What follows belongs to an exercise in optimizing a design on an open flow for small area; a production flow would make more cautious choices.
RTL that was checked went through simulation tests only; none was proved equivalent to the original.
The RTL of runs 1 to 4 was laid out without a check of its function.
In every run shown here, the design's own scripts or RTL, not TritonCTS, make the clock network.
The flow treats the clock pin as an ideal source. Dropping or thinning the clock tree relies on that and would not hold on a real chip.
Power is estimated from default activity; no workload was simulated.

## flow/design.v

```verilog
`timescale 1ns / 1ps
module led_controller # (
    parameter T0H = 30,
    parameter T1H = 60,
    parameter T0L = 90,
    parameter T1L = 60,
    parameter TRST = 8000,
    parameter ADDR_WIDTH = 32,
    parameter PIXEL_WIDTH = 24,
    parameter PIXEL_OFFSET = 4
)(
        input wire clk,
        input wire aresetn,
        input wire [ADDR_WIDTH - 1:0] dout,
        output wire [ADDR_WIDTH - 1:0] addr,
        output wire en,
        output wire led_data,
        output wire [3:0] web,
        output wire rst
    );
    localparam Advance = 3'd0;
    localparam RequestPixelCount = 3'd1;
    localparam WaitForPixelCount = 3'd2;
    localparam SetPixelCount = 3'd3;
    localparam IsValidToContinue = 3'd4;
    localparam WaitForPixelValue = 3'd5;
    localparam GetPixelValue = 3'd6;
    localparam Sending = 3'd7;
    localparam [6:0] TSTART = 7'd3;                  
    localparam [6:0] TBIT = 7'd128 - (T0H + T0L + 2);  
    localparam [12:0] LSTART = 13'd8191 - TRST;      
    reg [2:0] cst;
    reg [31:0] pixelCount;
    reg [31:0] pixelIndex;
    reg [23:0] pixel;
    reg latch;       
    reg last;        
    reg tx;
    reg [4:0] tb;
    reg [6:0] tt;
    assign addr = {pixelIndex[29:0], 2'b00};
    assign web = 4'b0000;
    assign rst = 1'b0;
    wire tpre = !latch && tt < TBIT;                
    wire twait = !latch && tt == TSTART + 7'd1;
    wire tgo = !latch && tt == TSTART + 7'd2;
    wire tbitend = !latch && tt == 7'd127;
    wire hold = twait && cst != Sending;
    wire eq = pixelIndex == pixelCount;
    wire pcheck = !latch && tb == 5'd8 && tt == TBIT + 7'd2;
    wire check = cst == IsValidToContinue || pcheck;
    wire [12:0] tnext = {tx, tb, tt} + {12'd0, !hold};
    wire tpend = tb == 5'd31 && tt == 7'd127 && (tx || !latch);
    always @(posedge clk) begin
        if (!aresetn) begin
            latch <= 1'b0;
            tb <= 5'd8;
            tt <= TSTART;
        end else if (tgo && last) begin
            latch <= 1'b1;
            {tx, tb, tt} <= LSTART;
        end else begin
            if (tpend)
                latch <= 1'b0;
            tx <= tnext[12];
            tb <= tnext[11:7] | (tpend ? 5'd8 : 5'd0);
            tt <= tnext[6:0] | (tpend ? TSTART : tbitend ? TBIT : 7'd0);
        end
    end
    always @(posedge clk) begin
        if (tpre)
            pixel <= dout[23:0];
    end
    assign led_data = !latch && tt > TBIT
        && tt <= (pixel[~tb] ? TBIT + T1H + 7'd1 : TBIT + T0H + 7'd1);
    always @(posedge clk) begin
        if (!aresetn)
            cst <= Advance;
        else case (cst)
            IsValidToContinue: cst <= eq ? RequestPixelCount : WaitForPixelValue;
            Sending: if (latch && last) cst <= Advance;
            default: cst <= cst + 3'd1;
        endcase
    end
    always @(posedge clk) begin
        if (!aresetn)
            last <= 1'b0;
        else if (pcheck && eq)
            last <= 1'b1;
        else if (cst == Advance)
            last <= 1'b0;
    end
    assign en = cst == WaitForPixelCount || cst == WaitForPixelValue
        || (!latch && tb == 5'd8 && tt == TBIT + 7'd3 && !last);
    always @(posedge clk) begin
        if (cst == RequestPixelCount)
            pixelIndex <= 32'd0;
        else if (check && !eq)
            pixelIndex <= pixelIndex + 32'd1;
    end
    always @(posedge clk) begin
        if (cst == SetPixelCount)
            pixelCount <= dout;
    end
endmodule
```

## flow/standard.sh

```bash
#!/bin/bash
# synth_recipe.tcl (not shown) runs the flow's synth.tcl, then flattens the netlist and writes it again
# the make line also repeats each setting of config.mk as NAME=value (left out here)
make -C /OpenROAD-flow-scripts/flow DESIGN_CONFIG=/design/flow/config.mk WORK_HOME=/design/flow/orfs CLKGATE_MAP_FILE= SYNTH_SCRIPT=/design/flow/synth_recipe.tcl "${@:-finish}"
```

## flow/constraint.sdc

```tcl
create_clock -name core_clock -period 10.0 [get_ports {clk}]
set_input_delay 2.0000 -clock core_clock [delete_from_list [all_inputs] [get_ports {clk}]]
set_output_delay 2.0000 -clock core_clock [all_outputs]
set_load 0.01 [all_outputs]
```

## flow/flow/clocktree.tcl

```tcl
read_liberty $::env(LIB_FILE)
read_db $::env(IN_ODB)
read_sdc $::env(IN_SDC)
set block [ord::get_db_block]
set nleaf $::env(NLEAF)
set bufname $::env(LEAF_BUF)
set clknet [$block findNet $::env(CLK_PORT)]
set sinks {}
set bufs {}
set nets {}
proc walk {net} {
  global sinks bufs nets
  foreach it [$net getITerms] {
    if {[$it isOutputSignal]} { continue }
    set inst [$it getInst]
    set m [[$inst getMaster] getName]
    if {[string match "*clkbuf*" $m] || [string match "*clkinv*" $m] || [string match "*_buf_*" $m]} {
      lappend bufs $inst
      foreach o [$inst getITerms] {
        if {[$o isOutputSignal] && [$o getNet] ne "NULL"} { set n [$o getNet]; lappend nets $n; walk $n }
      }
    } else {
      lappend sinks $it
    }
  }
}
walk $clknet
puts "clocktree: [llength $bufs] buffers, [llength $sinks] sinks"
foreach inst $bufs { odb::dbInst_destroy $inst }
foreach n $nets { odb::dbNet_destroy $n }
# sink positions
set pts {}
foreach it $sinks {
  set b [[$it getInst] getBBox]
  lappend pts [list [expr {([$b xMin]+[$b xMax])/2}] [expr {([$b yMin]+[$b yMax])/2}] $it]
}
proc split_groups {pts n axis} {
  if {$n <= 1} { return [list $pts] }
  set s [lsort -integer -index $axis $pts]
  set h [expr {[llength $s] * ($n/2) / $n}]
  set a [lrange $s 0 [expr {$h-1}]]
  set b [lrange $s $h end]
  set na [expr {$n/2}]
  return [concat [split_groups $a $na [expr {1-$axis}]] [split_groups $b [expr {$n-$na}] [expr {1-$axis}]]]
}
set groups [split_groups $pts $nleaf 0]
set master [[ord::get_db] findMaster $bufname]
set k 0
foreach g $groups {
  set sx 0; set sy 0
  foreach p $g { incr sx [lindex $p 0]; incr sy [lindex $p 1] }
  set cx [expr {$sx / [llength $g]}]; set cy [expr {$sy / [llength $g]}]
  set inst [odb::dbInst_create $block $master "clkbuf_leaf_${k}_clk"]
  $inst setLocation [expr {$cx - [$master getWidth]/2}] [expr {$cy - [$master getHeight]/2}]
  $inst setPlacementStatus PLACED
  set net [odb::dbNet_create $block "clknet_leaf_${k}_clk"]
  $net setSigType CLOCK
  [$inst findITerm A] connect $clknet
  [$inst findITerm X] connect $net
  foreach p $g { [lindex $p 2] connect $net }
  puts "clocktree: leaf $k drives [llength $g] sinks"
  incr k
}
detailed_placement
check_placement -verbose
write_db $::env(OUT_ODB)
```

## flow/flow/run.sh

```bash
#!/bin/bash
# Layout flow: the standard ORFS flow (standard.sh) with these changes:
# * synthesis maps the logic with an area-recovering ABC script (flow/area.abc)
#   instead of ORFS's delay script; everything else in synthesis, including
#   the registers, is the standard synthesis (synth_recipe.tcl), except
#   that adders are left to ABC rather than premapped to half-adder cells;
# * the input and output ports are buffered with the smallest buffer;
# * the constant outputs share one tie cell;
# * after ORFS's clock tree synthesis, flow/clocktree.tcl rebuilds the clock
#   tree as one level of four buffers fed by the clock port, each driving the
#   flip-flops of one quarter of the layout; routing and the rest then run as
#   usual (with their timing repair).
# make's output goes to flow_make.log, the clock tree step's to clocktree.log;
# each ORFS step's own log is under orfs/logs/.
set -euo pipefail
W=$PWD
sed 's#^\( *\)log_cmd abc {\*}\$abc_args#\1set abc_args [lreplace $abc_args 1 1 '"$W"'/flow/area.abc]\n\1log_cmd abc {*}$abc_args#' \
    "$FLOW_HOME/scripts/synth.tcl" > my_synth.tcl
grep -q "flow/area.abc" my_synth.tcl
sed "s#source \$::env(SCRIPTS_DIR)/synth.tcl#source $W/my_synth.tcl#" synth_recipe.tcl > my_synth_recipe.tcl
grep -q "my_synth.tcl" my_synth_recipe.tcl
sed "s#SYNTH_SCRIPT=[^ ]*#SYNTH_SCRIPT=$W/my_synth_recipe.tcl#" standard.sh > my_standard.sh
grep -q "my_synth_recipe.tcl" my_standard.sh
export BUFFER_PORTS_ARGS="-buffer_cell sky130_fd_sc_hd__buf_1"
export SKIP_REPAIR_TIE_FANOUT=1
export ADDER_MAP_FILE=
export CTS_ARGS="-sink_clustering_enable -repair_clock_nets -dont_use_dummy_load -buf_list sky130_fd_sc_hd__clkbuf_8"
bash my_standard.sh synth floorplan place cts > flow_make.log 2>&1
R=orfs/results/$FLOW_PLATFORM/led_controller/base
LIB_FILE=$FLOW_HOME/platforms/$FLOW_PLATFORM/lib/sky130_fd_sc_hd__tt_025C_1v80.lib \
PLATFORM_DIR=$FLOW_HOME/platforms/$FLOW_PLATFORM \
IN_ODB=$R/4_cts.odb IN_SDC=$R/4_cts.sdc OUT_ODB=$R/4_cts.odb \
NLEAF=4 LEAF_BUF=sky130_fd_sc_hd__buf_12 CLK_PORT=clk \
    openroad -no_init -exit flow/clocktree.tcl > clocktree.log 2>&1
bash my_standard.sh finish >> flow_make.log 2>&1
```

## flow/flow/area.abc

```
&get -n
&st
&deepsyn -T 20
&dch -f
&nf -R 1000 -p
&st
&deepsyn -T 20
&dch -f
&nf -R 1000 -p
&put
topo
```

## flow/config.mk

```make
export PLATFORM = sky130hd
export DESIGN_NAME = led_controller
export DESIGN_NICKNAME = led_controller
export VERILOG_FILES = /design/flow/design.v
export SDC_FILE = /design/flow/constraint.sdc
export NUM_CORES = 4
export LEC_CHECK = 0
export CAP_MARGIN = 20
export CORE_MARGIN = 2
export CORE_UTILIZATION = 40
export SLEW_MARGIN = 20
```

==> results of run 1 <==
[placed cells by master, fill, tap and decap left out, drive strengths merged, types with 9 or more instances in the layout]
cell type  synthesis  final
xnor2             17     17
o22ai             10     10
and3              15     15
edfxtp            57     57
a21oi             25     25
nor3              37     37
and2              11     11
xor2              19     19
nand3              9      9
dfxtp             49     49
nor2              32     32
clkinv            14     14
nand2             12     12
buf               37     72
[path summary, 6_finish.rpt]
path / slack (ns) / end / depth (start not counted)
hold / removal: 0.53 / latch / 1
setup reg to reg: 3.60 / pixelIndex[31] / 27
setup / recovery: 3.60 / pixelIndex[31] / 27
hold reg to reg: 0.53 / latch / 1
[per-stage QoR]
step                power (µW)  cell area (µm²)  hold WS [ns]  std cells  worst slack (ns)
floorplan                  566             4440         0.476        396              4.26
global placement           593             4610         0.503        567              3.80
finish                     755             4690         0.534        571              3.60
detailed placement         594             4610         0.516        567              3.63
global route               787             4690         0.551        571              2.98
CTS                        801             4740         0.530        576              3.57
[report_power, final]
| group | leakage (µW) | total (µW) | internal (µW) | switching (µW) |
|---|---|---|---|---|
| Clock | 0.0000376 | 172 | 65.3 | 106 |
| Sequential | 0.000941 | 515 | 496 | 18.5 |
| Combinational | 0.000624 | 69.1 | 23.8 | 45.3 |
| Total | 0.00160 | 755 | 585 | 170 |
[final cells by class]
type                            count  area share, %
Sequential cell                   106           57.4
Multi-Input combinational cell    239           30.4
Timing Repair Buffer               68           5.68
Tap cell                          140           3.73
Buffer                              4           1.71
Inverter                           14           1.12
[registers in the layout (all words and copies together) (netlist names)]
signal      cells
tb              5
last            1
tx              1
pixelCount     32
pixelIndex     32
tt              7
latch           1
pixel          24
cst             3
[metal layers]
| layer | vias up | wire length, µm |
|---|---|---|
| met4 | 0 | 139 |
| met3 | 10 | 333 |
| met2 | 62 | 4170 |
| met5 | - | 0 |
| li1 | 1462 | - |
| met1 | 1401 | 4600 |
[cell usage after synthesis (2+ instances only)]
library cell	n
dfxtp_1	49
nor3_1	37
and3_1	15
o22ai_1	10
nand4_1	4
or2_0	2
xnor2_1	17
a22oi_1	3
o311ai_0	2
and2_0	11
nor4_1	6
nand3_1	9
a221oi_1	4
nand2_1	12
buf_4	37
a21oi_1	25
edfxtp_1	57
or3_1	3
nor2_1	32
o21ai_0	6
nor2b_1	6
xor2_1	19
nand2b_1	3
clkinv_1	14
a31oi_1	2
nor3b_1	2
[worst reg2reg max path, delay by kind of cell (launching register included)]
kind | cells | cell delay (ns)
and+or+nand+nor | 26 | 5.73
DFF | 1 | 0.42
xor gates and xnor gates | 1 | 0.18
[kinds of logic after synthesis]
kind of cell	after synthesis
buf+inv	51
flops	106
simple gates	144
compound gates	58
other cells	1
xor+xnor	36
==> flow_summary.toml, run 1 <==
[run_status]
outcome = "finished clean"

[timing]
period_minus_slack_ns = 6.40
finClkSkew_ns = 0.0118
fin_crit_sh_pct = 64.0
worstMarginPinSlew_ns = 0.552
hold_viol_final = 0
setup_viol = 0
setup_tns_ns = 0
rsz0062_at_grt = "no"
max_clock_freq_ghz = 0.156
report.final.slew_viol_count = 0
relSlewSlack_pct = 62.7

[critical_path]
crit_type = "flip-flop to flip-flop"
critPathLaunch = "pixelCount[22]"
path_buf_inv = 0
cp_slowest_cell = "or3_1"
required_ns = 10.07
end_kind = "flip-flop"
slowest_delay_ns = 0.45
cp_common_cell = "and3_1"
worstPathArrival_ns = 6.47
reg2reg_from = "pixelCount[22]"
critical-path-top-delay-family = "simple AND/OR/NAND/NOR gates"
cp_max_fo = 4
crit_path_start_kind = "flip-flop"

[cts]
post_cts_buffers = 0
cts-resized-gates = 0
cts_sinks = 106
path_clk_slew_ns = 0.11
clkLatencyLatePin_ns = 0.14
postCtsHoldBufs = 0

[floorplanning]
dieArea_um2 = 12000
core.rowCount = 38
die_h_um = 109
ios = 73
fp.coreArea_um2 = 10800
die_w_um = 109
start_util_pct = 41.0

[finish]
num_antenna_cells = 0
num-fill-cells = 1062
drive_above_1_share_pct = 2.32
multi_input_area_um2 = 1430
nets = 467
areaGrowthSynthToFinish_pct = 5.72
final_core_util_pct = 43.3
ff_latch_area_um2 = 2690

[synthesis]
synth_compound_area_share_pct = 8.06
avgSynthCellArea_um2 = 11.2
synthesis.nets = 430
synth-main-ff-cell = "edfxtp_1"
syn_inst = 396
ys_types = 35
synthSimpleGateAreaFrac_pct = 16.7
synth_fa_ha_area_share_pct = 0
synth_mux_area_share_pct = 0
synth_xor_area_share_pct = 7.10
synth_top_area_share_pct = 38.5
synth_area_leaders = "edfxtp_1 39%, dfxtp_1 22%, buf_4 6.3%"
yosysWarnings = 2
synth_edf_count = 57
synth_top_area_cell = "edfxtp_1"
synth-seq-area-share_pct = 60.6
synth_top_family_by_area = "simple AND/OR/NAND/NOR gates"
synth-async-reset-ratio_pct = 0
synth_area_um2 = 4440
ys_ff_latch = 106

[detailed_routing]
wl_per_cell_um = 16.2
drt-total-wl_um = 9240
via_per_inst = 5.14
dr.pass1.iters = 4
vias = 2935
drt_drc_violations_left = 0
drt_iter0_drc = 120
postRouteAntennaNets = 0

[global_routing]
use_met3_pct = 1.78
antenna_found_initial = 0
first_global_vias = 2645
grtUsageTotal_pct = 15.9
grt_max_degree = 33
met1_usage_pct = 23.2
busiest_layer = "met2"
grt_util_met2_pct = 25.0
overflow = 0
grt_pass1_wl_um = 14300

[placement]
dpl.hpwl_um = 6930
port_buffers = 65
gp_congestion = 0.865

[power_and_ir_drop]
p_leak_uw = 0.00160
power_density_nw_per_um2 = 161
peakVddDrop_mv = 0.105

[run]
drv_cap = 0

[min_path]
hp-class = "flip-flop to flip-flop"
worstHoldStart = "tx"
==> run 2: changes to the inputs <==
--- a/flow/config.mk
+++ b/flow/config.mk
@@ -5,7 +5,7 @@
 export SDC_FILE = /design/flow/constraint.sdc
 export NUM_CORES = 4
 export LEC_CHECK = 0
-export CAP_MARGIN = 20
+export CAP_MARGIN = 0
 export CORE_MARGIN = 2
 export CORE_UTILIZATION = 40
-export SLEW_MARGIN = 20
+export SLEW_MARGIN = 0
==> run 2 against run 1 <==
  * Still clean on timing, DRC and antenna
  * Global-route usage unchanged
  * First-iteration DRC count unchanged
  * Synthesized cell count unchanged
  * Final area unchanged
  * Via count unchanged
  * Power unchanged
  * Routed wire length unchanged
  * Utilization unchanged
  * Hold slack unchanged
  * Register-to-register slack about the same
  * Critical path type unchanged
==> flow_summary.toml, run 2 <==
[timing]
relSlewSlack_pct = 62.7
max_clock_freq_ghz = 0.156
period_minus_slack_ns = 6.40
fin_crit_sh_pct = 64.0
setup_viol = 0
finClkSkew_ns = 0.0118
setup_tns_ns = 0
worstMarginPinSlew_ns = 0.552
hold_viol_final = 0
rsz0062_at_grt = "no"
report.final.slew_viol_count = 0

[floorplanning]
fp.coreArea_um2 = 10800
die_w_um = 109
core.rowCount = 38
start_util_pct = 41.0
ios = 73
dieArea_um2 = 12000
die_h_um = 109

[synthesis]
synth_area_leaders = "edfxtp_1 39%, dfxtp_1 22%, buf_4 6.3%"
synth_edf_count = 57
synth_area_um2 = 4440
synth.most_common_cell = "edfxtp_1"
synth-seq-area-share_pct = 60.6
avgSynthCellArea_um2 = 11.2
synth-async-reset-ratio_pct = 0
synth_top_area_share_pct = 38.5
syn_inst = 396
ys_ff_latch = 106
synthesis.nets = 430
synth_top_area_cell = "edfxtp_1"
yosysWarnings = 2
synth-main-ff-cell = "edfxtp_1"
ys_types = 35
yosys-top-cells-count = "57 x edfxtp_1, 49 x dfxtp_1, 37 x buf_4, 37 x nor3_1, 32 x nor2_1"

[placement]
dpl.hpwl_um = 6930
place_area_um2 = 4610
port_buffers = 65
gp_congestion = 0.865

[critical_path]
slowest_delay_ns = 0.45
critical-path-top-delay-family = "simple AND/OR/NAND/NOR gates"
crit_path_start_kind = "flip-flop"
end_kind = "flip-flop"
reg2reg_from = "pixelCount[22]"
rr_worst_depth = 27
cp_common_cell = "and3_1"
cp_slowest_cell = "or3_1"
cp_max_fo = 4
worstPathArrival_ns = 6.47
crit_type = "flip-flop to flip-flop"
required_ns = 10.07
r2r-end = "pixelIndex[31]"
path_buf_inv = 0
path_depth = 27
r2r_slack_ns = 3.60

[power_and_ir_drop]
power_density_nw_per_um2 = 161
peakVddDrop_mv = 0.105
p_leak_uw = 0.00160
power_uw = 755

[global_routing]
grtUsageTotal_pct = 15.9
antenna_found_initial = 0
overflow = 0
grt_max_degree = 33
first_global_vias = 2645
grt_pass1_wl_um = 14300

[min_path]
worstHoldStart = "tx"
hp-class = "flip-flop to flip-flop"
min_to = "latch"
hold-path-cell-count = 1

[cts]
post_cts_buffers = 0
path_clk_slew_ns = 0.11
clkLatencyLatePin_ns = 0.14
cts-resized-gates = 0
cts_sinks = 106
postCtsHoldBufs = 0

[detailed_routing]
drt_iter0_drc = 120
vias = 2935
postRouteAntennaNets = 0
dr.pass1.iters = 4
wl_per_cell_um = 16.2
drt_drc_violations_left = 0
drt-total-wl_um = 9240
via_per_inst = 5.14

[finish]
num_antenna_cells = 0
fin_area_um2 = 4690
top_regs = "pixelCount (32), pixelIndex (32), pixel (24)"
drive_above_1_share_pct = 2.32
nets = 467
mostFrequentLayoutCell = "buf_1"
layout_common_cells = "65 x buf_1, 57 x edfxtp_1, 49 x dfxtp_1"
areaGrowthSynthToFinish_pct = 5.72

[run]
drv_cap = 0

[run_status]
outcome = "finished clean"
-- run 2: cells by family (layout without fill, tap and decap cells) --
group / Yosys count / count (layout) / synth area share (%)
compound gates: 58 / 58 / 8.06
buf+inv: 51 / 86 / 7.44
flops: 106 / 106 / 60.6
other cells: 1 / 1 / 0.0844
xor+xnor: 36 / 36 / 7.10
simple gates: 144 / 144 / 16.7
-- run 2: final cells by class --
type | instances | area (µm²)
fill | 1062 | 6150
sequential | 106 | 2690
multi-input combinational | 239 | 1430
timing repair buffer | 68 | 267
tap | 140 | 175
buffer | 4 | 80.1
inverter | 14 | 52.6
-- run 2: per-layer routing --
layer / wire length (µm) / GRT usage (%) / share of wire, % / vias to the layer above
met5: 0 / 0 / 0 / -
met4: 139 / 4.79 / 1.5 / 0
met3: 333 / 1.78 / 3.6 / 10
met2: 4170 / 25.0 / 45 / 62
met1: 4600 / 23.2 / 50 / 1401
li1: - / - / - / 1462
-- run 2: where the power goes --
group          total, µW  switching (µW)  leakage (µW)  internal, µW
Sequential           515            18.5      0.000941           496
Combinational       69.1            45.3      0.000624          23.8
Clock                172             106     0.0000376          65.3
Total                755             170       0.00160           585
-- run 2: how the worst max path moves through the flow --
stage                   start  slack (ns)        endpoint
6_report       pixelCount[22]        3.60  pixelIndex[31]
5_1_grt                 tt[3]        2.98  pixelIndex[31]
4_1_cts        pixelCount[22]        3.57  pixelIndex[31]
3_5_place_dp   pixelCount[22]        3.63  pixelIndex[31]
3_3_place_gp   pixelCount[22]        3.80  pixelIndex[31]
2_1_floorplan  pixelCount[11]        4.26  pixelIndex[31]
-- run 2: worst reg2reg max path, cell delays in order (launching register included) --
cell	delay, ns
edfxtp_1	0.42
xor2_1	0.18
nor4_1	0.37
nand4_1	0.14
or3_1	0.45
and3_1	0.25
nand2_1	0.09
nor2_1	0.06
and2_0	0.21
and3_1	0.25
and3_1	0.22
and2_0	0.22
and3_1	0.23
and2_0	0.22
and3_1	0.24
and2_0	0.22
and3_1	0.23
and2_0	0.21
and3_1	0.23
and2_0	0.21
and3_1	0.23
and2_0	0.21
and3_1	0.23
and2_0	0.21
and3_1	0.23
and2_0	0.21
and3_1	0.20
nor3_1	0.16
-- run 2: metrics by stage --
| step | hold slack, ns | std cells | setup slack, ns | util (%) |
|---|---|---|---|---|
| floorplan | 0.476 | 396 | 4.26 | - |
| global placement | 0.503 | 567 | 3.80 | 42.6 |
| detailed placement | 0.516 | 567 | 3.63 | 42.6 |
| CTS | 0.530 | 576 | 3.57 | 43.7 |
| global route | 0.551 | 571 | 2.98 | 43.3 |
| finish | 0.534 | 571 | 3.60 | 43.3 |
==> run 3: changes to the inputs <==
--- a/flow/design.v
+++ b/flow/design.v
@@ -95,8 +95,8 @@
     always @(posedge clk) begin
         if (cst == RequestPixelCount)
             pixelIndex <= 32'd0;
-        else if (check && !eq)
-            pixelIndex <= pixelIndex + 32'd1;
+        else
+            pixelIndex <= pixelIndex + {31'd0, check && !eq};
     end
     always @(posedge clk) begin
         if (cst == SetPixelCount)
==> flow/flow/area.abc (replaced) <==
&get -n
&st
&deepsyn -J 100 -T 120
&dch -f
&nf -R 1000 -p
&put
topo
--- a/flow/config.mk
+++ b/flow/config.mk
@@ -5,7 +5,7 @@
 export SDC_FILE = /design/flow/constraint.sdc
 export NUM_CORES = 4
 export LEC_CHECK = 0
-export CAP_MARGIN = 0
+export CAP_MARGIN = 20
 export CORE_MARGIN = 2
 export CORE_UTILIZATION = 40
-export SLEW_MARGIN = 0
+export SLEW_MARGIN = 20
==> run 3 against run 2 <==
  * Final cell count is 2.6% higher
  * Worst setup slack worse by 0.18 ns
  * First-iteration DRC count is 76% higher
  * Maximum frequency is 2.8% lower
  * Still clean
  * Largest power group unchanged
  * Clock skew is 0.0020 ns lower
  * Combinational power is 9.0% lower
  * Critical endpoint is now pixelIndex[31]
  * Register-to-register slack worse by 0.18 ns
  * Utilization is 0.32 points higher
==> flow_summary.toml, run 3 <==
[critical_path]
crit_type = "flip-flop to flip-flop"
worstPathArrival_ns = 6.66
end_kind = "flip-flop"
rr_worst_depth = 27
r2r-end = "pixelIndex[31]"
required_ns = 10.08
r2r_slack_ns = 3.42
cp_max_fo = 12
reg2reg_from = "tb[0]"
crit_path_start_kind = "flip-flop"

[power_and_ir_drop]
power_uw = 743
p_leak_uw = 0.00160
peakVddDrop_mv = 0.0887
power_density_nw_per_um2 = 156

[placement]
place_area_um2 = 4670
pre_cts_slack_ns = 3.46
gp_congestion = 0.867
dpl.hpwl_um = 7250
port_buffers = 65

[detailed_routing]
drt_iter0_drc = 211
wl_per_cell_um = 16.3
dr.pass1.iters = 5
via_per_inst = 5.32
vias = 3115
drt-total-wl_um = 9530
postRouteAntennaNets = 0
drt_drc_violations_left = 0

[run]
drv_cap = 0

[floorplanning]
core.rowCount = 38
die_h_um = 110
dieArea_um2 = 12100
start_util_pct = 41.3
fp.coreArea_um2 = 10900
ios = 73
die_w_um = 110

[synthesis]
synth_edf_count = 57
synth_top_area_cell = "edfxtp_1"
synth_area_um2 = 4500
yosysWarnings = 2
ys_types = 38
synth-main-ff-cell = "edfxtp_1"
synthesis.nets = 445
yosys-top-cells-count = "57 x edfxtp_1, 49 x dfxtp_1, 37 x buf_4"
synth_area_leaders = "edfxtp_1 38%, dfxtp_1 22%, buf_4 6.2%"
synth-async-reset-ratio_pct = 0
synth.most_common_cell = "edfxtp_1"
synth-seq-area-share_pct = 59.9
synth_top_area_share_pct = 38.1
avgSynthCellArea_um2 = 10.9
syn_inst = 411
ys_ff_latch = 106

[timing]
fin_crit_sh_pct = 65.8
setup_tns_ns = 0
hold_viol_final = 0
period_minus_slack_ns = 6.58
final.setup.worst_slack_ns = 3.42
finClkSkew_ns = 0.00980
report.final.slew_viol_count = 0
rsz0062_at_grt = "no"
max_clock_freq_ghz = 0.152
relSlewSlack_pct = 65.4
worstMarginPinSlew_ns = 0.520
setup_viol = 0

[finish]
final_core_util_pct = 43.6
mostFrequentLayoutCell = "buf_1"
num-fill-cells = 1043
fin_area_um2 = 4750
layout_common_cells = "65 x buf_1, 57 x edfxtp_1, 49 x dfxtp_1"
areaGrowthSynthToFinish_pct = 5.65
num_antenna_cells = 0
top_regs = "pixelCount (32), pixelIndex (32), pixel (24)"
nets = 482
drive_above_1_share_pct = 2.24

[cts]
postCtsHoldBufs = 0
post_cts_buffers = 0
path_clk_slew_ns = 0.10
cts-resized-gates = 0
clkLatencyLatePin_ns = 0.14
cts_sinks = 106

[min_path]
hp-class = "flip-flop to flip-flop"
min_to = "pixelIndex[31]"
worstHoldStart = "pixelIndex[31]"
hold-path-cell-count = 1

[run_status]
outcome = "finished clean"

[global_routing]
grt_pass1_wl_um = 14700
overflow = 0
grtUsageTotal_pct = 16.1
first_global_vias = 2832
antenna_found_initial = 0
grt_max_degree = 34
[run 3: cell type report]
| class | count | area, µm² | share of cell area [%] |
|---|---|---|---|
| Inverter | 22 | 82.6 | 1.74 |
| Tap cell | 140 | 175 | 3.69 |
| Timing Repair Buffer | 68 | 267 | 5.61 |
| Buffer | 4 | 80.1 | 1.69 |
| Multi-Input combinational cell | 246 | 1450 | 30.6 |
| Sequential cell | 106 | 2690 | 56.7 |
[run 3: routing by layer]
layer	vias up	global-route usage, %	wire length, µm
li1	1513	-	-
met5	-	0	0
met1	1505	23.2	4670
met4	0	4.79	146
met3	10	2.94	491
met2	87	24.8	4230
[run 3: power by group]
group	leakage (µW)	internal, µW	total (µW)	switching, µW
Sequential	0.000940	491	507	16.6
Clock	0.0000376	65.3	172	107
Combinational	0.000627	21.9	62.9	41.0
[run 3: cell families after synthesis]
family                    Yosys count  synth area share (%)
buffers and inverters              59                  8.02
other                               1                0.0834
AOI/OAI and AO/OA                  68                  10.0
xor gates and xnor gates           26                  5.07
DFF                               106                  59.9
and+or+nand+nor                   151                  16.9
[run 3: critical path: stages (launching register included)]
cell and delay, ns:
dfxtp_1 0.43, nor2_1 0.42, nand4_1 0.14, or2_0 0.24
or3_1 0.33, nand2_1 0.09, and3_1 0.23, and3_1 0.21
and2_0 0.23, and3_1 0.25, and3_1 0.21, and2_0 0.24
and3_1 0.22, and2_0 0.30, and3_1 0.25, and2_0 0.24
and3_1 0.22, and2_0 0.24, and3_1 0.22, and2_0 0.23
and3_1 0.22, and2_0 0.25, and3_1 0.22, and2_0 0.23
and3_1 0.23, and3_1 0.21, o21bai_1 0.07, a21oi_1 0.11
[run 3: worst max-delay path by stage]
stage,startpoint,end,slack [ns]
after CTS,tb[0],pixelIndex[31],3.48
final,tb[0],pixelIndex[31],3.42
after floorplan,pixelIndex[14],pixelIndex[31],4.19
after global routing,tb[0],pixelIndex[31],2.80
after global placement,tb[0],pixelIndex[31],3.67
after detailed placement,tb[0],pixelIndex[31],3.46
[run 3: through the flow]
step	std cells	hold slack, ns
6_report	586	0.488
4_1_cts	591	0.499
3_3_place_gp	582	0.461
5_1_grt	586	0.550
2_1_floorplan	411	0.447
3_5_place_dp	582	0.483
==> run 4: changes to the inputs <==
==> flow/flow/area.abc (replaced) <==
&get -n
&st
&deepsyn -I 4 -J 100 -T 300
&dch -f
&nf -R 1000 -p -C 32 -F 10 -A 10
&put
topo
==> run 4 against run 3 <==
  * Utilization shrank 0.27 points
  * Clock skew grew 0.0039 ns
  * Final area fell by 1.1%
  * Largest power group unchanged
  * Via count is 2.7% lower
  * Die area down 0.75%
  * Still clean on timing, DRC and antenna
  * Synthesized cell count is 2.4% lower
  * Critical endpoint unchanged
  * Combinational power rose by 0.6%
  * First-iteration DRC count shrank 28%
  * Maximum frequency is 1.1% lower
==> flow_summary.toml, run 4 <==
[timing]
whs_ns = 0.530
max_clock_freq_ghz = 0.150
final.setup.worst_slack_ns = 3.35
setup_tns_ns = 0
period_minus_slack_ns = 6.65
fin_crit_sh_pct = 66.5
finClkSkew_ns = 0.0137
relSlewSlack_pct = 49.0
hold_viol_final = 0
rsz0062_at_grt = "no"
setup_viol = 0
worstMarginPinSlew_ns = 0.765
report.final.slew_viol_count = 0

[synthesis]
syn_inst = 401
ys_ff_latch = 106
synth_edf_count = 57
yosysWarnings = 2
yosys-top-cells-count = "57 x edfxtp_1, 49 x dfxtp_1, 37 x buf_4"
synthesis.nets = 435
synth.most_common_cell = "edfxtp_1"
synth_area_um2 = 4460
synth-async-reset-ratio_pct = 0
avgSynthCellArea_um2 = 11.1
synth_area_leaders = "edfxtp_1 38%, dfxtp_1 22%, buf_4 6.2%"
synth_top_area_cell = "edfxtp_1"
synth_top_area_share_pct = 38.4
synth-seq-area-share_pct = 60.4
ys_types = 39
synth-main-ff-cell = "edfxtp_1"

[finish]
top_regs = "pixelCount (32), pixelIndex (32), pixel (24)"
areaGrowthSynthToFinish_pct = 5.36
layout_common_cells = "65 x buf_1, 57 x edfxtp_1, 49 x dfxtp_1"
num_antenna_cells = 0
mostFrequentLayoutCell = "buf_1"
drive_above_1_share_pct = 2.07
nets = 471

[global_routing]
overflow = 0
antenna_found_initial = 0
grtUsageTotal_pct = 16.5
grt_pass1_wl_um = 14900
first_global_vias = 2775
grt_max_degree = 35

[cts]
path_clk_slew_ns = 0.10
cts-resized-gates = 0
post_cts_buffers = 0
postCtsHoldBufs = 0
clkLatencyLatePin_ns = 0.14
cts_sinks = 106

[placement]
gp_congestion = 0.897
port_buffers = 65
dpl.hpwl_um = 7240
pre_cts_slack_ns = 3.40

[critical_path]
critPathLaunch = "pixelIndex[25]"
reg2reg_from = "pixelIndex[25]"
crit_type = "flip-flop to flip-flop"
crit_path_start_kind = "flip-flop"
required_ns = 10.06
r2r_slack_ns = 3.35
worstPathArrival_ns = 6.71
end_kind = "flip-flop"
cp_max_fo = 6
r2r-end = "pixelIndex[31]"
rr_worst_depth = 27

[min_path]
worstHoldStart = "last"
hold-path-cell-count = 2
min_to = "last"
hp-class = "flip-flop to flip-flop"

[power_and_ir_drop]
peakVddDrop_mv = 0.0770
p_leak_uw = 0.00159
power_density_nw_per_um2 = 157

[detailed_routing]
wl_per_cell_um = 16.4
drt-total-wl_um = 9450
dr.pass1.iters = 4
postRouteAntennaNets = 0
drt_iter0_drc = 151
via_per_inst = 5.27
drt_drc_violations_left = 0
vias = 3030

[floorplanning]
die_h_um = 110
core.rowCount = 38
dieArea_um2 = 12000
die_w_um = 110
start_util_pct = 41.1
fp.coreArea_um2 = 10800
ios = 73

[run]
drv_cap = 0

[run_status]
outcome = "finished clean"
[run 4: final cells by class]
type                    instances  area [µm²]
multi-input cells             235        1410
inverters                      23        86.3
flip-flops and latches        106        2690
well taps                     140         175
plain buffers                   4        80.1
fillers                      1058        6140
repair buffers                 67         259
[run 4: worst max-delay path, stage by stage (launching register included)]
cell and delay [ns]:
dfxtp_1 0.44, clkinv_1 0.13, a221oi_1 0.25, nor3b_1 0.23, nand4_1 0.11, nor4_1 0.68, nor3_1 0.18, and3_1 0.25
and2_0 0.21, and3_1 0.23, and2_0 0.21, and3_1 0.22, and2_0 0.21, and3_1 0.22, and2_0 0.22, and3_1 0.23
and2_0 0.23, and3_1 0.23, and2_0 0.21, and3_1 0.22, and2_0 0.21, and3_1 0.23, and2_0 0.21, and3_1 0.22
and2_0 0.21, and3_1 0.25, and3_1 0.19, nor3_1 0.14
[run 4: how the worst max path moves through the flow]
| stage | end | slack [ns] | cells after the start |
|---|---|---|---|
| after CTS | pixelIndex[31] | 3.38 | 27 |
| after global placement | pixelIndex[31] | 3.70 | 27 |
| final | pixelIndex[31] | 3.35 | 27 |
| after floorplan | pixelIndex[31] | 4.20 | 28 |
| after global routing | pixelIndex[31] | 2.69 | 27 |
| after detailed placement | pixelIndex[31] | 3.40 | 27 |
[run 4: layer usage]
metal | GRT usage (%) | wire length, µm
met5 | 0 | 0
met2 | 25.8 | 4350
met4 | 4.25 | 133
met1 | 23.7 | 4470
met3 | 3.14 | 493
[run 4: cells by family (layout without fill, tap and decap cells)]
family | Yosys count | count (layout) | synth area share [%]
other | 1 | 1 | 0.0841
AO/OA/AOI/OAI | 98 | 98 | 13.5
XOR/XNOR | 17 | 17 | 3.34
flip-flops | 106 | 106 | 60.4
buffers and inverters | 60 | 94 | 8.16
multiplexers | 2 | 2 | 1.01
AND/OR/NAND/NOR | 117 | 117 | 13.5
[run 4: through the flow]
| step | instance area, µm² | utilization, % | total power [µW] | cells |
|---|---|---|---|---|
| 3_5_place_dp | 4620 | 42.6 | 579 | 571 |
| 5_1_grt | 4700 | 43.4 | 767 | 575 |
| 3_3_place_gp | 4620 | 42.6 | 578 | 571 |
| 4_1_cts | 4740 | 43.8 | 785 | 580 |
| 6_report | 4700 | 43.4 | 736 | 575 |
| 2_1_floorplan | 4460 | - | 555 | 401 |
[run 4: power breakdown]
part           internal (µW)  total (µW)  switching, µW
clock                   65.2         168            102
sequential               493         505           12.4
combinational           22.7        63.3           40.6
total                    580         736            155
==> run 5: changes to the inputs <==
--- a/flow/design.v
+++ b/flow/design.v
@@ -28,14 +28,13 @@
     localparam Sending = 3'd7;
     localparam [6:0] TSTART = 7'd3;                  
     localparam [6:0] TBIT = 7'd128 - (T0H + T0L + 2);  
-    localparam [12:0] LSTART = 13'd8191 - TRST;      
+    localparam [12:0] LSTART = 13'd8192 - TRST;      
     reg [2:0] cst;
     reg [31:0] pixelCount;
     reg [31:0] pixelIndex;
     reg [23:0] pixel;
     reg latch;       
-    reg last;        
-    reg tx;
+    reg tx;          
     reg [4:0] tb;
     reg [6:0] tt;
     assign addr = {pixelIndex[29:0], 2'b00};
@@ -43,26 +42,27 @@
     assign rst = 1'b0;
     wire tpre = !latch && tt < TBIT;                
     wire twait = !latch && tt == TSTART + 7'd1;
-    wire tgo = !latch && tt == TSTART + 7'd2;
     wire tbitend = !latch && tt == 7'd127;
     wire hold = twait && cst != Sending;
     wire eq = pixelIndex == pixelCount;
     wire pcheck = !latch && tb == 5'd8 && tt == TBIT + 7'd2;
+    wire tlatch = !latch && tb == 5'd8 && tt == TBIT && tx;
     wire check = cst == IsValidToContinue || pcheck;
     wire [12:0] tnext = {tx, tb, tt} + {12'd0, !hold};
     wire tpend = tb == 5'd31 && tt == 7'd127 && (tx || !latch);
     always @(posedge clk) begin
         if (!aresetn) begin
             latch <= 1'b0;
+            tx <= 1'b0;
             tb <= 5'd8;
             tt <= TSTART;
-        end else if (tgo && last) begin
+        end else if (tlatch) begin
             latch <= 1'b1;
             {tx, tb, tt} <= LSTART;
         end else begin
             if (tpend)
                 latch <= 1'b0;
-            tx <= tnext[12];
+            tx <= latch ? tnext[12] : tx || (pcheck && eq);
             tb <= tnext[11:7] | (tpend ? 5'd8 : 5'd0);
             tt <= tnext[6:0] | (tpend ? TSTART : tbitend ? TBIT : 7'd0);
         end
@@ -78,20 +78,12 @@
             cst <= Advance;
         else case (cst)
             IsValidToContinue: cst <= eq ? RequestPixelCount : WaitForPixelValue;
-            Sending: if (latch && last) cst <= Advance;
+            Sending: if (tlatch) cst <= Advance;
             default: cst <= cst + 3'd1;
         endcase
     end
-    always @(posedge clk) begin
-        if (!aresetn)
-            last <= 1'b0;
-        else if (pcheck && eq)
-            last <= 1'b1;
-        else if (cst == Advance)
-            last <= 1'b0;
-    end
     assign en = cst == WaitForPixelCount || cst == WaitForPixelValue
-        || (!latch && tb == 5'd8 && tt == TBIT + 7'd3 && !last);
+        || (!latch && tb == 5'd8 && tt == TBIT + 7'd3 && !tx);
     always @(posedge clk) begin
         if (cst == RequestPixelCount)
             pixelIndex <= 32'd0;
--- a/flow/flow/run.sh
+++ b/flow/flow/run.sh
@@ -24,6 +24,7 @@
 export BUFFER_PORTS_ARGS="-buffer_cell sky130_fd_sc_hd__buf_1"
 export SKIP_REPAIR_TIE_FANOUT=1
 export ADDER_MAP_FILE=
+export SYNTH_INSBUF=0
 export CTS_ARGS="-sink_clustering_enable -repair_clock_nets -dont_use_dummy_load -buf_list sky130_fd_sc_hd__clkbuf_8"
 bash my_standard.sh synth floorplan place cts > flow_make.log 2>&1
 R=orfs/results/$FLOW_PLATFORM/led_controller/base
--- a/flow/config.mk
+++ b/flow/config.mk
@@ -8,4 +8,5 @@
 export CAP_MARGIN = 20
 export CORE_MARGIN = 2
 export CORE_UTILIZATION = 40
+export GPL_TIMING_DRIVEN = 0
 export SLEW_MARGIN = 20
==> run 5 against run 4 <==
  * Utilization grew 2.7 points
  * Power rose by 24%
  * Combinational power rose to 2.6 times the previous value
  * Die area is 6.6% lower
  * Maximum frequency down 10%
  * Worst setup slack got worse by 0.74 ns
  * Critical endpoint unchanged
==> flow_summary.toml, run 5 <==
[run_status]
outcome = "finished clean"

[floorplanning]
dieArea_um2 = 11200
fp.coreArea_um2 = 10200
core.rowCount = 37
die_w_um = 106
die_h_um = 106
ios = 73
start_util_pct = 40.8

[detailed_routing]
wl_per_cell_um = 16.1
postRouteAntennaNets = 0
dr.pass1.iters = 4
drt_drc_violations_left = 0
drt-total-wl_um = 9220
drt_iter0_drc = 195
via_per_inst = 5.19
vias = 2969

[placement]
port_buffers = 65
pre_cts_slack_ns = 2.61
gp_congestion = 0.807
dpl.hpwl_um = 6810

[synthesis]
yosys-top-cells-count = "56 x edfxtp_1, 49 x dfxtp_1, 43 x nor2_1"
ys_types = 35
synth-main-ff-cell = "edfxtp_1"
synth-seq-area-share_pct = 64.1
synth_top_area_share_pct = 40.5
synth_edf_count = 56
synth_top_area_cell = "edfxtp_1"
synth-async-reset-ratio_pct = 0
syn_inst = 366
ys_ff_latch = 105
avgSynthCellArea_um2 = 11.4
synth.most_common_cell = "edfxtp_1"
synth_area_um2 = 4160
yosysWarnings = 3
synthesis.nets = 400
synth_area_leaders = "edfxtp_1 40%, dfxtp_1 24%, nor2_1 3.9%"

[global_routing]
antenna_found_initial = 0
grtUsageTotal_pct = 16.6
grt_max_degree = 33
grt_pass1_wl_um = 14400
first_global_vias = 2798
overflow = 0

[timing]
whs_ns = 0.481
setup_viol = 0
final.setup.worst_slack_ns = 2.61
finClkSkew_ns = 0.0151
hold_viol_final = 0
rsz0062_at_grt = "no"
report.final.slew_viol_count = 0
fin_crit_sh_pct = 73.9
relSlewSlack_pct = 49.8
period_minus_slack_ns = 7.39
max_clock_freq_ghz = 0.135
setup_tns_ns = 0
worstMarginPinSlew_ns = 0.752

[min_path]
hp-class = "flip-flop to flip-flop"

[finish]
multi_input_area_um2 = 1440
drive_above_1_share_pct = 1.83
layout_common_cells = "65 x buf_1, 56 x edfxtp_1, 49 x dfxtp_1"
top_regs = "pixelCount (32), pixelIndex (32), pixel (24)"
ff_latch_area_um2 = 2660
num-fill-cells = 985
final_core_util_pct = 46.1
mostFrequentLayoutCell = "buf_1"
num_antenna_cells = 0
nets = 472
areaGrowthSynthToFinish_pct = 12.9

[power_and_ir_drop]
p_leak_uw = 0.00162
power_uw = 909
internal_power_uw = 655
p_switching_uw = 254
power_density_nw_per_um2 = 194
peakVddDrop_mv = 0.117
combPwrFrac_pct = 17.9
seqPwrFrac_pct = 63.1
p_sw_share_pct = 27.9
p_clk_share_pct = 19.0

[cts]
cts_sinks = 105
clkLatencyLatePin_ns = 0.14
cts-resized-gates = 0
postCtsHoldBufs = 0
path_clk_slew_ns = 0.11
post_cts_buffers = 0

[critical_path]
crit_type = "flip-flop to flip-flop"
end_kind = "flip-flop"
path_buf_inv = 0
worstPathArrival_ns = 7.47
slowest_delay_ns = 0.47
cp_max_fo = 14
cp_slowest_cell = "dfxtp_1"
required_ns = 10.08
critical-path-top-delay-family = "simple AND/OR/NAND/NOR gates"
crit_path_start_kind = "flip-flop"

[run]
drv_cap = 0
[run 5: cell types whose count changed in the layout (fill, tap and decap cells not counted), sizes merged, moves of 4 or more]
| cell | previous run | this run |
|---|---|---|
| o21ai | 27 | 5 |
| nor2 | 27 | 43 |
| nor3 | 19 | 32 |
| xnor2 | 7 | 18 |
| a21oi | 28 | 24 |
| nand2 | 15 | 11 |
[run 5: area by class of cell]
cell class | count | share of cell area [%]
Multi-Input combinational cell | 240 | 30.6
Timing Repair Buffer | 66 | 5.63
Buffer | 4 | 1.71
Sequential cell | 105 | 56.7
Tap cell | 136 | 3.63
Inverter | 21 | 1.68
[run 5: cells by family after synthesis]
group                  count (synthesis)  share of synthesized area [%]
other                                  1                         0.0902
flip-flops                           105                           64.1
AND/OR/NAND/NOR                      140                           16.9
XOR/XNOR                              30                           6.32
buffers and inverters                 21                           1.90
AO/OA/AOI/OAI                         69                           10.7
[run 5: worst register-to-register path, delay by kind of cell, from the launching register on]
kind | cells | cell delay (ns)
AOI/OAI and AO/OA | 3 | 0.33
DFF | 1 | 0.47
and+or+nand+nor | 26 | 6.55
[run 5: worst paths after layout]
kind / to / slack (ns) / from / cells past startpoint
max reg2reg: pixelIndex[31] / 2.61 / tb[0] / 29
max: pixelIndex[31] / 2.61 / tb[0] / 29
min reg2reg: pixelIndex[31] / 0.48 / pixelIndex[31] / 1
min: pixelIndex[31] / 0.48 / pixelIndex[31] / 1
[run 5: power by group through the flow]
stage / sequential [µW] / clock [µW] / combinational (µW)
6_report: 574 / 173 / 163
5_1_grt: 582 / 188 / 182
4_1_cts: 574 / 213 / 166
3_5_place_dp: 583 / 0 / 166
3_3_place_gp: 585 / 0 / 151
2_1_floorplan: 574 / 0 / 104
[run 5: layer usage]
| metal | wire length [µm] | vias up | global-route usage, % |
|---|---|---|---|
| met2 | 4330 | 56 | 27.6 |
| met5 | 0 | - | 0 |
| met4 | 97 | 0 | 3.20 |
| li1 | - | 1485 | - |
| met1 | 4350 | 1422 | 22.5 |
| met3 | 435 | 6 | 3.56 |
[run 5: per-stage QoR]
step	cells	instance area [µm²]
6_report	572	4690
5_1_grt	572	4690
4_1_cts	577	4740
3_5_place_dp	568	4610
3_3_place_gp	567	4570
2_1_floorplan	366	4160
==> run 6: changes to the inputs <==
--- a/flow/flow/run.sh
+++ b/flow/flow/run.sh
@@ -24,7 +24,7 @@
 export BUFFER_PORTS_ARGS="-buffer_cell sky130_fd_sc_hd__buf_1"
 export SKIP_REPAIR_TIE_FANOUT=1
 export ADDER_MAP_FILE=
-export SYNTH_INSBUF=0
+export GPL_KEEP_OVERFLOW=0
 export CTS_ARGS="-sink_clustering_enable -repair_clock_nets -dont_use_dummy_load -buf_list sky130_fd_sc_hd__clkbuf_8"
 bash my_standard.sh synth floorplan place cts > flow_make.log 2>&1
 R=orfs/results/$FLOW_PLATFORM/led_controller/base
--- a/flow/config.mk
+++ b/flow/config.mk
@@ -8,5 +8,4 @@
 export CAP_MARGIN = 20
 export CORE_MARGIN = 2
 export CORE_UTILIZATION = 40
-export GPL_TIMING_DRIVEN = 0
 export SLEW_MARGIN = 20
==> run 6 against run 5 <==
  * Highest routed layer unchanged
  * Utilization down 2.7 points
  * Final area increased by 0.11%
  * Area after synthesis rose by 6.7%
  * Critical endpoint unchanged
  * Hold slack better by 0.0023 ns
  * Still clean on timing, DRC and antenna
  * Largest power group unchanged
  * First-iteration DRC count is 27% lower
==> flow_summary.toml, run 6 <==
[run_status]
outcome = "finished clean"

[synthesis]
synthesis.nets = 437
synth_top_area_cell = "edfxtp_1"
synth_area_um2 = 4430
avgSynthCellArea_um2 = 11.0
synth-seq-area-share_pct = 60.0
ys_ff_latch = 105
synth.most_common_cell = "edfxtp_1"
yosysWarnings = 3
synth_edf_count = 56
synth_top_area_share_pct = 37.9
synth-main-ff-cell = "edfxtp_1"
synth-async-reset-ratio_pct = 0
synth_area_leaders = "edfxtp_1 38%, dfxtp_1 22%, buf_4 6.3%"
ys_types = 36
yosys-top-cells-count = "56 x edfxtp_1, 49 x dfxtp_1, 43 x nor2_1"
syn_inst = 403

[finish]
ff_latch_area_um2 = 2660
num_antenna_cells = 0
areaGrowthSynthToFinish_pct = 5.95
layout_common_cells = "65 x buf_1, 56 x edfxtp_1, 49 x dfxtp_1"
multi_input_area_um2 = 1440
mostFrequentLayoutCell = "buf_1"
layout.cells.non_filler = 576
fin_area_um2 = 4700
nets = 472
drive_above_1_share_pct = 1.83
final_core_util_pct = 43.3
top_regs = "pixelCount (32), pixelIndex (32), pixel (24)"
num-fill-cells = 1055

[timing]
fin_crit_sh_pct = 69.0
rsz0062_at_grt = "no"
worstMarginPinSlew_ns = 0.733
relSlewSlack_pct = 51.0
setup_tns_ns = 0
period_minus_slack_ns = 6.90
setup_viol = 0
finClkSkew_ns = 0.00996
hold_viol_final = 0
report.final.slew_viol_count = 0
max_clock_freq_ghz = 0.145

[critical_path]
required_ns = 10.08
cp_max_fo = 14
slowest_delay_ns = 0.45
cp_slowest_cell = "dfxtp_1"
end_kind = "flip-flop"
crit_type = "flip-flop to flip-flop"
critPathLaunch = "tb[0]"
reg2reg_from = "tb[0]"
crit_path_start_kind = "flip-flop"
worstPathArrival_ns = 6.98

[global_routing]
met1_usage_pct = 22.3
grtUsageTotal_pct = 16.2
overflow = 0
grt_util_met2_pct = 26.6
antenna_found_initial = 0
use_met3_pct = 2.96
busiest_layer = "met2"
grt_pass1_wl_um = 14400
grt_max_degree = 33
first_global_vias = 2766

[cts]
cts_sinks = 105
post_cts_buffers = 0
clkLatencyLatePin_ns = 0.14
postCtsHoldBufs = 0
path_clk_slew_ns = 0.10
cts-resized-gates = 0

[run]
drv_cap = 0

[placement]
port_buffers = 65
place_area_um2 = 4620
dpl.hpwl_um = 7040
gp_congestion = 0.865
place_inst = 572

[floorplanning]
die_w_um = 109
fp.coreArea_um2 = 10800
ios = 73
dieArea_um2 = 11900
start_util_pct = 40.9
core.rowCount = 38
die_h_um = 109

[detailed_routing]
drt-total-wl_um = 9330
drt_iter0_drc = 142
vias = 2957
postRouteAntennaNets = 0
via_per_inst = 5.13
drt_drc_violations_left = 0
dr.pass1.iters = 4
wl_per_cell_um = 16.2

[power_and_ir_drop]
peakVddDrop_mv = 0.0888
power_density_nw_per_um2 = 194
p_leak_uw = 0.00162
power_uw = 911

[min_path]
hp-class = "flip-flop to flip-flop"
worstHoldStart = "pixelIndex[31]"
-- run 6: cell count changes after synthesis --
cell   delta
buf_4    +37
-- run 6: logic make-up after synthesis --
kind of cell / count (synthesis) / synth area share, %
and+or+nand+nor: 140 / 15.8
DFF: 105 / 60.0
AOI/OAI and AO/OA: 69 / 10.1
buffers and inverters: 58 / 8.04
xor gates and xnor gates: 30 / 5.93
other: 1 / 0.0846
-- run 6: final cells by class --
class | instances | share of cell area (%)
Tap cell | 140 | 3.73
Multi-Input combinational cell | 240 | 30.6
Inverter | 21 | 1.68
Buffer | 4 | 1.70
Timing Repair Buffer | 66 | 5.62
Sequential cell | 105 | 56.7
-- run 6: layer usage --
layer	wire, µm	part of all wire [%]
met5	0	0
met4	133	1.4
met3	479	5.1
met2	4300	46
met1	4420	47
-- run 6: worst paths after layout --
kind / endpoint / slack (ns) / cells after the start
max: pixelIndex[31] / 3.10 / 29
min: pixelIndex[31] / 0.48 / 1
max reg2reg: pixelIndex[31] / 3.10 / 29
min reg2reg: pixelIndex[31] / 0.48 / 1
-- run 6: worst max-delay path: cells and delay by family, from the launching register on --
kind / cells / cell delay (ns)
flip-flops: 1 / 0.45
AND/OR/NAND/NOR: 26 / 6.06
AO/OA/AOI/OAI: 3 / 0.32
-- run 6: through the flow --
stage,hold slack [ns],worst slack (ns)
3_5_place_dp,0.471,3.17
4_1_cts,0.489,3.15
2_1_floorplan,0.445,4.01
3_3_place_gp,0.466,3.39
5_1_grt,0.502,2.22
6_report,0.484,3.10
-- run 6: power by group --
group	internal [µW]	total, µW	switching, µW
clock	65.3	170	105
combinational	56.2	165	109
sequential	534	576	42.0
total	655	911	256
==> run 7: changes to the inputs <==
--- a/flow/flow/run.sh
+++ b/flow/flow/run.sh
@@ -24,7 +24,6 @@
 export BUFFER_PORTS_ARGS="-buffer_cell sky130_fd_sc_hd__buf_1"
 export SKIP_REPAIR_TIE_FANOUT=1
 export ADDER_MAP_FILE=
-export GPL_KEEP_OVERFLOW=0
 export CTS_ARGS="-sink_clustering_enable -repair_clock_nets -dont_use_dummy_load -buf_list sky130_fd_sc_hd__clkbuf_8"
 bash my_standard.sh synth floorplan place cts > flow_make.log 2>&1
 R=orfs/results/$FLOW_PLATFORM/led_controller/base
==> run 7 against run 6 <==
  * Still clean on timing, DRC and antenna
  * Global-route usage decreased by 0.22 points
  * Die area unchanged
  * Register-to-register slack got worse by 0.04 ns
  * Clock skew increased by 0.0013 ns
  * Sequential power about the same
  * Utilization decreased by 0.12 points
  * Final area decreased by 0.27%
  * Clock power about the same
  * Sequential share of layout area increased by 0.15 points
  * Critical path depth unchanged
  * Area after synthesis unchanged
==> flow_summary.toml, run 7 <==
[synthesis]
synth_area_um2 = 4430
avgSynthCellArea_um2 = 11.0
synth_top_area_share_pct = 37.9
synth.most_common_cell = "edfxtp_1"
synth_edf_count = 56
ys_types = 36
yosysWarnings = 3
yosys-top-cells-count = "56 x edfxtp_1, 49 x dfxtp_1, 43 x nor2_1"
synth-main-ff-cell = "edfxtp_1"
synth-seq-area-share_pct = 60.0
synth_area_leaders = "edfxtp_1 38%, dfxtp_1 22%, buf_4 6.3%"
synth-async-reset-ratio_pct = 0
synth_top_area_cell = "edfxtp_1"
ys_ff_latch = 105
syn_inst = 403
synthesis.nets = 437

[global_routing]
grt_max_degree = 33
first_global_vias = 2760
overflow = 0
antenna_found_initial = 0
grt_pass1_wl_um = 14400
grtUsageTotal_pct = 15.9

[power_and_ir_drop]
p_leak_uw = 0.00163
peakVddDrop_mv = 0.0805
power_density_nw_per_um2 = 192

[cts]
cts-resized-gates = 0
path_clk_slew_ns = 0.10
postCtsHoldBufs = 0
clkLatencyLatePin_ns = 0.14
post_cts_buffers = 0
cts_sinks = 105

[critical_path]
cp_max_fo = 14
slowest_delay_ns = 0.45
critical-path-top-delay-family = "simple AND/OR/NAND/NOR gates"
worstPathArrival_ns = 7.01
rr_worst_depth = 29
path_buf_inv = 0
r2r-end = "pixelIndex[31]"
crit_path_start_kind = "flip-flop"
cp_slowest_cell = "dfxtp_1"
reg2reg_from = "tb[0]"
r2r_slack_ns = 3.06
end_kind = "flip-flop"
crit_type = "flip-flop to flip-flop"
required_ns = 10.07

[finish]
areaGrowthSynthToFinish_pct = 5.67
nets = 474
num_antenna_cells = 0
top_regs = "pixelCount (32), pixelIndex (32), pixel (24)"
fin_area_um2 = 4690
layout.cells.non_filler = 578
mostFrequentLayoutCell = "buf_1"
drive_above_1_share_pct = 2.28
layout_common_cells = "65 x buf_1, 56 x edfxtp_1, 49 x dfxtp_1"

[detailed_routing]
postRouteAntennaNets = 0
wl_met3_um = 572
drt-total-wl_um = 9230
met1Wirelength_um = 4300
drt_drc_violations_left = 0
via_per_inst = 5.11
dr.pass1.iters = 5
wl_met2_um = 4280
wl_per_cell_um = 16.0
vias = 2953
maxUsedRoutingLayer = "met4"
drt_iter0_drc = 127

[floorplanning]
die_h_um = 109
start_util_pct = 40.9
core.rowCount = 38
fp.coreArea_um2 = 10800
ios = 73
dieArea_um2 = 11900
die_w_um = 109

[placement]
gp_congestion = 0.878
dpl.hpwl_um = 6930
port_buffers = 65
place_inst = 574
place_area_um2 = 4610

[timing]
period_minus_slack_ns = 6.94
relSlewSlack_pct = 56.9
setup_tns_ns = 0
rsz0062_at_grt = "no"
hold_viol_final = 0
fin_crit_sh_pct = 69.4
max_clock_freq_ghz = 0.144
finClkSkew_ns = 0.0113
worstMarginPinSlew_ns = 0.645
setup_viol = 0
report.final.slew_viol_count = 0

[min_path]
min_to = "pixelIndex[31]"
hold-path-cell-count = 1
worstHoldStart = "pixelIndex[31]"
hp-class = "flip-flop to flip-flop"

[run]
drv_cap = 0

[run_status]
outcome = "finished clean"
-- run 7: cell types whose count changed in the layout (fill, tap and decap cells not counted), sizes merged --
cell  before  now
buf       70   72
-- run 7: per-stage QoR --
stage | total power, µW | hold WS [ns] | utilization [%] | setup WS, ns
after floorplan | 685 | 0.445 | - | 4.01
after global placement | 743 | 0.466 | 42.5 | 3.40
after detailed placement | 747 | 0.468 | 42.5 | 3.14
after CTS | 948 | 0.485 | 43.6 | 3.12
after global routing | 949 | 0.497 | 43.2 | 2.34
final | 901 | 0.482 | 43.2 | 3.06
-- run 7: report_power, final --
part           switching (µW)  internal [µW]
Sequential               39.9            534
Combinational             107           53.2
Clock                     102           65.2
Total                     249            652
-- run 7: routing by layer --
| metal | vias to the layer above | GRT usage (%) |
|---|---|---|
| li1 | 1484 | - |
| met1 | 1386 | 22.3 |
| met2 | 77 | 26.1 |
| met3 | 6 | 3.02 |
| met4 | 0 | 2.98 |
| met5 | - | 0 |
-- run 7: how the worst max path moves through the flow --
stage,end,start,slack [ns],cells after the start
after floorplan,pixelIndex[30],tb[0],4.01,28
after global placement,pixelIndex[31],tb[0],3.40,29
after detailed placement,pixelIndex[31],tb[0],3.14,29
after CTS,pixelIndex[31],tb[0],3.12,29
after global routing,pixelIndex[31],tb[0],2.34,29
final,pixelIndex[31],tb[0],3.06,29
-- run 7: logic make-up (layout without fill, tap and decap cells) --
kind of cell,count (synthesis),after routing,synth area share [%]
AND/OR/NAND/NOR,140,140,15.8
other,1,1,0.0846
buffers and inverters,58,93,8.04
flip-flops,105,105,60.0
XOR/XNOR,30,30,5.93
AO/OA/AOI/OAI,69,69,10.1
-- run 7: worst reg2reg max path: cells and delay by family (launching register included) --
kind | cells | cell delay, ns
compound gates | 3 | 0.32
simple gates | 26 | 6.12
flops | 1 | 0.45
-- run 7: final cells by class --
cell class	instances	area (µm²)
multi-input combinational	240	1420
fill	1039	6150
tap	140	175
timing repair buffer	68	267
buffer	4	80.1
inverter	21	78.8
sequential	105	2660

[what the ideal ports hide]
No port has a modelled driver above. Below, the same layouts with a new extraction and two added sets of constraints. Step 1 assumes that a clkbuf_16 drives the clock port and a buf_2 every other input. Step 2 adds t to the input delays and takes it off the output delays; t is the mean of the earliest and latest rising clock arrival at the registers after step 1. Input paths then give back, and output paths get back, about the clock's delay inside the block. Three values: ideal ports, drivers, drivers and shift; two values: the first two.
run | t (ns) | setup slack, ns | worst hold slack (ns) | worst setup path after step 2
run 1 | 0.221 | 3.599 / 3.598 / 3.598 | 0.534 / 0.534 / 0.534 | register to register
run 2 | 0.221 | 3.599 / 3.598 / 3.598 | 0.534 / 0.534 / 0.534 | register to register
run 3 | 0.222 | 3.417 / 3.417 / 3.417 | 0.488 / 0.488 / 0.488 | register to register
run 4 | 0.218 | 3.346 / 3.346 / 3.346 | 0.530 / 0.530 / 0.530 | register to register
run 5 | 0.224 | 2.607 / 2.607 / 2.607 | 0.481 / 0.482 / 0.482 | register to register
run 6 | 0.219 | 3.098 / 3.098 / 3.098 | 0.484 / 0.484 / 0.484 | register to register
run 7 | 0.217 | 3.062 / 3.062 / 3.062 | 0.482 / 0.482 / 0.482 | register to register
After both steps setup and hold are still met in every run listed.
